Source: an optimization exercise on an open RTL-to-GDS flow (aim: small area and few clock cycles). Production flows keep margins and buffers that such runs may drop.
The RTL was checked by simulation tests, not by an equivalence proof against the original design.
Power and IR drop assume default switching activity.

==> inputs of run K <==
==> flow/design.v <==
module BRIDGE #(
    parameter ADDR_WIDTH = 32,
    parameter DATA_WIDTH = 32
)(
    input                        hclk,
    input                        hresetn,
    input                        hselapb,
    input                        hwrite,
    input       [1:0]            htrans,
    input       [ADDR_WIDTH-1:0] haddr,
    input       [DATA_WIDTH-1:0] hwdata,
    input       [DATA_WIDTH-1:0] prdata,
    output reg  [ADDR_WIDTH-1:0] paddr,
    output      [DATA_WIDTH-1:0] pwdata,
    output reg                   psel,
    output reg                   penable,
    output reg                   pwrite,
    output                       hresp,
    output                       hready,
    output      [DATA_WIDTH-1:0] hrdata
);
    wire valid = hselapb & htrans[1];
    assign hready = ~psel | penable;
    assign hresp  = 1'b0;
    assign pwdata = hwdata;
    assign hrdata = prdata;
    always @(posedge hclk or negedge hresetn) begin
        if (!hresetn) begin
            psel    <= 1'b0;
            penable <= 1'b0;
        end else begin
            psel    <= (hready & valid) | (psel & ~penable);
            penable <= psel & ~penable;
        end
    end
    always @(posedge hclk) begin
        if (hready) begin
            paddr  <= haddr;
            pwrite <= hwrite;
        end
    end
endmodule
==> flow/flow/run.sh <==
#!/bin/bash
# Standard ORFS layout with the smallest buffer (buf_1) on the ports and a
# small clock tree without dummy loads.
set -euo pipefail
bash standard.sh finish \
  BUFFER_PORTS_ARGS="-buffer_cell sky130_fd_sc_hd__buf_1" \
  CTS_ARGS="-sink_clustering_enable -sink_clustering_size 50 -sink_clustering_max_diameter 500 -repair_clock_nets -dont_use_dummy_load -wire_unit 100 -buf_list sky130_fd_sc_hd__clkbuf_8 -root_buf sky130_fd_sc_hd__clkbuf_8" \
  > standard.log 2>&1
==> flow/standard.sh <==
#!/bin/bash
# synth_recipe.tcl (not shown) runs the flow's synth.tcl, then flattens the netlist and writes it again
# the make line also repeats each setting of config.mk as NAME=value (left out here)
make -C /OpenROAD-flow-scripts/flow DESIGN_CONFIG=/design/flow/config.mk WORK_HOME=/design/flow/orfs CLKGATE_MAP_FILE= SYNTH_SCRIPT=/design/flow/synth_recipe.tcl "${@:-finish}"
==> flow/config.mk <==
export PLATFORM = sky130hd
export DESIGN_NAME = BRIDGE
export DESIGN_NICKNAME = BRIDGE
export VERILOG_FILES = /design/flow/design.v
export SDC_FILE = /design/flow/constraint.sdc
export NUM_CORES = 8
export LEC_CHECK = 0
export CAP_MARGIN = 20
export CORE_MARGIN = 2
export CORE_UTILIZATION = 40
export SLEW_MARGIN = 20
==> flow/constraint.sdc <==
create_clock -name core_clock -period 5.0 [get_ports {hclk}]
set_input_delay 1.0000 -clock core_clock [delete_from_list [all_inputs] [get_ports {hclk}]]
set_output_delay 1.0000 -clock core_clock [all_outputs]
set_load 0.01 [all_outputs]
==> run F (differences from run K) <==
==> flow/flow/run.sh (replaced) <==
#!/bin/bash
# Standard ORFS layout with the smallest buffer (buf_1) on the ports and a
# small clock tree without dummy loads.
set -euo pipefail
bash standard.sh finish \
  BUFFER_PORTS_ARGS="-buffer_cell sky130_fd_sc_hd__buf_1" \
  CTS_ARGS="-sink_clustering_enable -sink_clustering_size 50 -sink_clustering_max_diameter 500 -repair_clock_nets -dont_use_dummy_load -buf_list sky130_fd_sc_hd__clkbuf_8 -root_buf sky130_fd_sc_hd__clkbuf_8" \
  > standard.log 2>&1
==> run summary <==
| quantity | run K | run F |
|---|---|---|
| Post-route clock period utilization | 0.4518 | 0.4535 |
| Wire length of the first global-routing pass | 4.823 mm | 4.864 mm |
| Clk pwr share | 0.202 | 0.204 |
| Met1 Resource Use GR | 0.09372 | 0.09923 |
| Via count normalized by instance count | 4.491 | 4.515 |
| Detailed-routed wire length on met3 | 617 um | 618 um |
| Wire length per cell after detailed routing | 23.45 um | 23.63 um |
| Final critical-path required period | 2259 ps | 2268 ps |
| Via count of the first global-routing pass | 761 | 775 |
| Global routing met2 resource utilization | 0.3413 | 0.3375 |
| Cell Int Power | 0.5867 mW | 0.5867 mW |
| Overall via count from detail_route | 741 | 745 |
| Reg2Reg Capture Point | paddr[23] | paddr[18] |
| Minimum hold slack | 516.3 ps | 509.2 ps |
| All-layer global routing usage | 0.1701 | 0.1730 |
| Run status | no timing/DRC/antenna violations | no timing/DRC/antenna violations |
| Total detailed-routing wirelength | 3.870 mm | 3.899 mm |
| Clock-net power | 0.169 mW | 0.171 mW |
| Total power after layout | 0.8373 mW | 0.8397 mW |
| Switching fraction of total power | 0.2993 | 0.3014 |
| Worst skew pair latency | 270 ps | 280 ps |
Testbench counts of run K, summed over its fixed seeds: cycles 9,608.
Testbench counts of run F, summed over its fixed seeds: cycles 9,608.

## static timing again, ports no longer ideal
Ports are ideal in the flow. The routed layouts listed here were re-timed in OpenROAD.
Step 1 sets driving cells, clkbuf_16 on the clock port and buf_2 on the other inputs (assumed; they add their load-dependent delay and slew).
Step 2 also shifts input and output timing later by t, the mid clock arrival at the registers, as if the neighbouring blocks saw the same clock.
Slacks: ideal ports / drivers / drivers and shift; pairs: ideal ports / drivers.
run | t (ns) | setup WS [ns] | worst register clock-pin slew, ns
run K | 0.287 | 2.741 / 2.717 / 2.922 | 0.07 / 0.07
run F | 0.295 | 2.732 / 2.708 / 2.924 | 0.07 / 0.07
After both steps setup and hold are still met in every run listed.
